Background: an optimization exercise with open tools, aiming at a short achievable clock period and few clock cycles. Do not read the settings as production practice. Function was checked by simulation only, so behaviour that the tests miss may differ from the original. No driver is modelled on the clock port, so clock power and skew are understated where the tree is cut down; a real chip needs a root buffer or a tree. No activity file was given, so power comes from the tool's default toggle rates.

the reference run:
// cpu_top
module cpu_top (
    input wire clk,
    input wire rst,
    output wire [15:0] mem_addr,
    input wire [7:0] mem_rdata,
    output wire [7:0] mem_wdata,
    output wire mem_we,
    output wire [7:0] out_value,
    output wire halted
);
For scale: about 850 cells after synthesis.
==> module cpu_top, before the edit <==
module cpu_top (
    input wire clk,
    input wire rst,
    output wire [15:0] mem_addr,
    input wire [7:0] mem_rdata,
    output wire [7:0] mem_wdata,
    output wire mem_we,
    output wire [7:0] out_value,
    output wire halted
);
    reg [15:0] ma;        
    reg [15:0] pc;        
    reg [7:0]  wd;        
    reg [7:0]  dr;        
    reg [7:0]  m0;
    reg [7:0]  a, b, c;
    reg [7:0]  outr;
    reg        we;
    reg        hlt;        
    reg        frz;        
    reg        first;
    reg        st_boot, st_op, st_aft, st_lo, st_data;
    reg        k_lda, k_sta;              
    reg        w_a, w_b, w_c;             
    reg sel_c;                                    
    reg a_add, a_and, a_xor, a_or, a_mov, a_cma, a_shl, a_shr;
    reg y_x, y_inv, y_cin;                        
    reg b_inc, b_dec, b_fa, b_fc;
    reg c_inc, c_dec, c_fa, c_fb;
    assign mem_addr  = ma;
    assign mem_wdata = wd;
    assign mem_we    = we;
    assign out_value = outr;
    assign halted    = hlt;
    wire [7:0] d = mem_rdata;
    wire dr_mvi_a = dr == 8'h3E;
    wire dr_mvi_b = dr == 8'h06;
    wire dr_mvi_c = dr == 8'h0E;
    wire dr_lda   = dr == 8'h3A;
    wire dr_sta   = dr == 8'h32;
    wire dr_jmp   = dr == 8'hC3;
    wire dr_multi = dr_mvi_a | dr_mvi_b | dr_mvi_c | dr_lda | dr_sta | dr_jmp;
    wire run     = ~frz;
    wire byte_op = st_op | (st_aft & ~dr_multi);    
    wire dec1    = st_aft & ~dr_multi;              
    wire opnd1   = st_aft & dr_multi;               
    wire is_hlt  = run & byte_op & (d == 8'h76);    
    wire [7:0] x   = sel_c ? c : b;
    wire [7:0] y   = (x & {8{y_x}}) ^ {8{y_inv}};
    wire [7:0] sum = a + y + {7'b0, y_cin};
    wire [7:0] a_n = ({8{a_add}} & sum)
                   | ({8{a_and}} & (a & x))
                   | ({8{a_xor}} & (a ^ x))
                   | ({8{a_or}}  & (a | x))
                   | ({8{a_mov}} & x)
                   | ({8{a_cma}} & ~a)
                   | ({8{a_shl}} & {a[6:0], 1'b0})
                   | ({8{a_shr}} & {1'b0, a[7:1]});
    wire a_w = a_add | a_and | a_xor | a_or | a_mov | a_cma | a_shl | a_shr;
    wire [7:0] b_id = b + (b_inc ? 8'h01 : 8'hFF);
    wire [7:0] c_id = c + (c_inc ? 8'h01 : 8'hFF);
    wire [7:0] b_n = (b_inc | b_dec) ? b_id : (b_fa ? a : c);
    wire [7:0] c_n = (c_inc | c_dec) ? c_id : (c_fa ? a : b);
    wire b_w = b_inc | b_dec | b_fa | b_fc;
    wire c_w = c_inc | c_dec | c_fa | c_fb;
    wire [15:0] pc_inc = pc + 16'd1;
    always @(posedge clk) begin
        if (st_boot) begin
            a <= 8'h00; b <= 8'h00; c <= 8'h00;
        end else begin
            if (w_a) a <= dr;
            else if (a_w) a <= a_n;
            if (w_b) b <= dr;
            else if (b_w) b <= b_n;
            if (w_c) c <= dr;
            else if (c_w) c <= c_n;
        end
        if (st_boot) ma <= 16'h0000;
        else if (run) begin
            if (opnd1 && dr_jmp) ma <= {d, m0};
            else if (st_lo) ma <= {dr, d};
            else if (st_data) ma <= pc;
            else ma <= pc_inc;
        end
        if (st_boot) pc <= 16'h0000;
        else if (run) begin
            if (opnd1 && dr_jmp) pc <= {d, m0};
            else if (!st_data) pc <= pc_inc;
        end
        wd <= a;
        if (run) dr <= d;
        if (first) m0 <= d;
    end
    always @(posedge clk or posedge rst) begin
        if (rst) begin
            outr <= 8'h00;
            {sel_c, a_add, a_and, a_xor, a_or, a_mov, a_cma, a_shl, a_shr} <= 9'b0;
            {y_x, y_inv, y_cin} <= 3'b0;
            {b_inc, b_dec, b_fa, b_fc, c_inc, c_dec, c_fa, c_fb} <= 8'b0;
            we <= 1'b0; hlt <= 1'b0; frz <= 1'b0; first <= 1'b0;
            st_boot <= 1'b1; st_op <= 1'b0; st_aft <= 1'b0; st_lo <= 1'b0; st_data <= 1'b0;
            k_lda <= 1'b0; k_sta <= 1'b0;
            w_a <= 1'b0; w_b <= 1'b0; w_c <= 1'b0;
        end else begin
            if (b_inc) outr <= b_id;
            sel_c <= dr[0] | (dr == 8'h48);
            a_add <= run && dec1 && (dr == 8'h80 || dr == 8'h81 || dr == 8'h90 || dr == 8'h91 ||
                                     dr == 8'h3C || dr == 8'h3D);
            y_x   <= dr[7];
            y_inv <= (dr[7] & dr[4]) | (dr == 8'h3D);
            y_cin <= (dr[7] & dr[4]) | (dr == 8'h3C);
            a_and <= run && dec1 && (dr == 8'hA0 || dr == 8'hA1);
            a_xor <= run && dec1 && (dr == 8'hA8 || dr == 8'hA9);
            a_or  <= run && dec1 && (dr == 8'hB0 || dr == 8'hB1);
            a_mov <= run && dec1 && (dr == 8'h78 || dr == 8'h79);
            a_cma <= run && dec1 && (dr == 8'h2F);
            a_shl <= run && dec1 && (dr == 8'h17);
            a_shr <= run && dec1 && (dr == 8'h1F);
            b_inc <= run && dec1 && (dr == 8'h04);
            b_dec <= run && dec1 && (dr == 8'h05);
            b_fa  <= run && dec1 && (dr == 8'h47);
            b_fc  <= run && dec1 && (dr == 8'h41);
            c_inc <= run && dec1 && (dr == 8'h0C);
            c_dec <= run && dec1 && (dr == 8'h0D);
            c_fa  <= run && dec1 && (dr == 8'h4F);
            c_fb  <= run && dec1 && (dr == 8'h48);
            first <= st_boot;
            frz <= frz | is_hlt;
            hlt <= frz | (is_hlt & ~(st_aft & dr == 8'h04));
            if (run) begin
                we <= st_lo & k_sta;
                if (opnd1) begin
                    k_lda <= dr_lda;
                    k_sta <= dr_sta;
                end
                w_a <= (opnd1 & dr_mvi_a) | (st_data & k_lda);
                w_b <= opnd1 & dr_mvi_b;
                w_c <= opnd1 & dr_mvi_c;
                st_boot <= 1'b0;
                st_op   <= st_boot | (opnd1 & ~(dr_lda | dr_sta)) | st_data;
                st_aft  <= byte_op;
                st_lo   <= opnd1 & (dr_lda | dr_sta);
                st_data <= st_lo;
            end else begin
                we <= 1'b0;
                w_a <= 1'b0; w_b <= 1'b0; w_c <= 1'b0;
            end
        end
    end
endmodule
Settings: LEC_CHECK=0, ABC_CLOCK_PERIOD_IN_PS=2500, CAP_MARGIN=20, CORE_MARGIN=2, CORE_UTILIZATION=40, SLEW_MARGIN=20, SYNTH_MEMORY_MAX_BITS=262144; clock period 11.0 ns.
standard.sh (not shown) runs the stock make flow with config.mk's settings and CLKGATE_MAP_FILE= SYNTH_SCRIPT=/design/flow/synth_recipe.tcl, a recipe that flattens the netlist after the stock synthesis.
==> flow/flow/run.sh <==
#!/bin/bash
set -euo pipefail
source flow/settings.sh
bash standard.sh synth > synth.log 2>&1
bash standard.sh SETUP_SLACK_MARGIN=$MARGIN place > place.log 2>&1
bash standard.sh SETUP_SLACK_MARGIN=$MARGIN CLK_NBUF=$CLK_NBUF CLK_BUFCELL=$CLK_BUFCELL CLK_INV1=${CLK_INV1:-} CLK_INV2=${CLK_INV2:-} \
  RUN_SCRIPT=$PWD/flow/cts.tcl RUN_LOG_NAME_STEM=4_1_cts run > cts.log 2>&1
bash standard.sh SETUP_SLACK_MARGIN=$MARGIN do-4_cts do-route > route.log 2>&1
bash standard.sh SETUP_SLACK_MARGIN=$MARGIN finish > finish.log 2>&1
Other scripts of this flow, unchanged in this note and not shown: flow/flow/cts.tcl, flow/flow/settings.sh
The reference run | stages: all done | timing, DRC, antenna: all pass
Testbench counts of the reference run, summed over its fixed seeds: cycles 42,401.
### the reference run -> the trial run
--- a/flow/design.v
+++ b/flow/design.v
@@ -42,13 +42,13 @@
     wire dr_jmp   = dr == 8'hC3;
     wire dr_multi = dr_mvi_a | dr_mvi_b | dr_mvi_c | dr_lda | dr_sta | dr_jmp;
     wire run     = ~frz;
     wire byte_op = st_op | (st_aft & ~dr_multi);    
     wire dec1    = st_aft & ~dr_multi;              
     wire opnd1   = st_aft & dr_multi;               
-    wire is_hlt  = run & byte_op & (d == 8'h76);    
+    wire is_hlt  = st_aft & (dr == 8'h76);          
     wire [7:0] x   = sel_c ? c : b;
     wire [7:0] y   = (x & {8{y_x}}) ^ {8{y_inv}};
     wire [7:0] sum = a + y + {7'b0, y_cin};
     wire [7:0] a_n = ({8{a_add}} & sum)
                    | ({8{a_and}} & (a & x))
                    | ({8{a_xor}} & (a ^ x))
@@ -124,13 +124,13 @@
             c_inc <= run && dec1 && (dr == 8'h0C);
             c_dec <= run && dec1 && (dr == 8'h0D);
             c_fa  <= run && dec1 && (dr == 8'h4F);
             c_fb  <= run && dec1 && (dr == 8'h48);
             first <= st_boot;
             frz <= frz | is_hlt;
-            hlt <= frz | (is_hlt & ~(st_aft & dr == 8'h04));
+            hlt <= hlt | is_hlt;
             if (run) begin
                 we <= st_lo & k_sta;
                 if (opnd1) begin
                     k_lda <= dr_lda;
                     k_sta <= dr_sta;
                 end
### Flow results
- Changes observed in the trial run relative to the reference run: met2 wire length comparable, total power of the final layout now smaller, multi-input logic cell count now larger, buffers inserted during post-CTS setup optimization now smaller.
- The trial run against the reference run: register share of the cell area flat, number of cells on the worst reg-to-reg path went down 1, height of the chip climbed 1.8 µm.
- The flow did not stop early for the trial run: all stages ran, and the layout cleared the timing, DRC and antenna checks.
- In the trial run, layout net count is higher than in the reference run.
- Against the reference run, hold slack in the trial run came out worse.
- Post-route non-filler standard cell count: the trial run vs the reference run up 1.3%
- Compared with the reference run, the trial run shows a critical-path maximum fanout that is 1 higher.
Testbench counts of the trial run, summed over its fixed seeds: cycles 42,524.
No run of this note takes its clock network from TritonCTS; it comes from the design's own scripts or RTL.

re-timing with driven ports:
No port has a modelled driver above. Below, the same layouts with a new extraction and two added sets of constraints. Step 1 assumes that a clkbuf_16 drives the clock port and a buf_2 every other input. Step 2 adds t to the input delays and takes it off the output delays; t is the mean of the earliest and latest rising clock arrival at the registers after step 1. Input paths then give back, and output paths get back, about the clock's delay inside the block. Slacks: no drivers / after step 1 / after step 2; pairs: no drivers / after step 1.
| run | shift t [ns] | slack for setup (ns) | worst setup path at the end |
|---|---|---|---|
| the reference run | 0.278 | 8.122 / 7.975 / 8.038 | input to register |
| the trial run | 0.278 | 8.131 / 7.985 / 8.082 | input to register |
After both steps every run listed still meets setup and hold. For the reference run, which loses most, drivers alone change the setup slack by -0.147 ns; drivers and shift together by -0.084 ns.
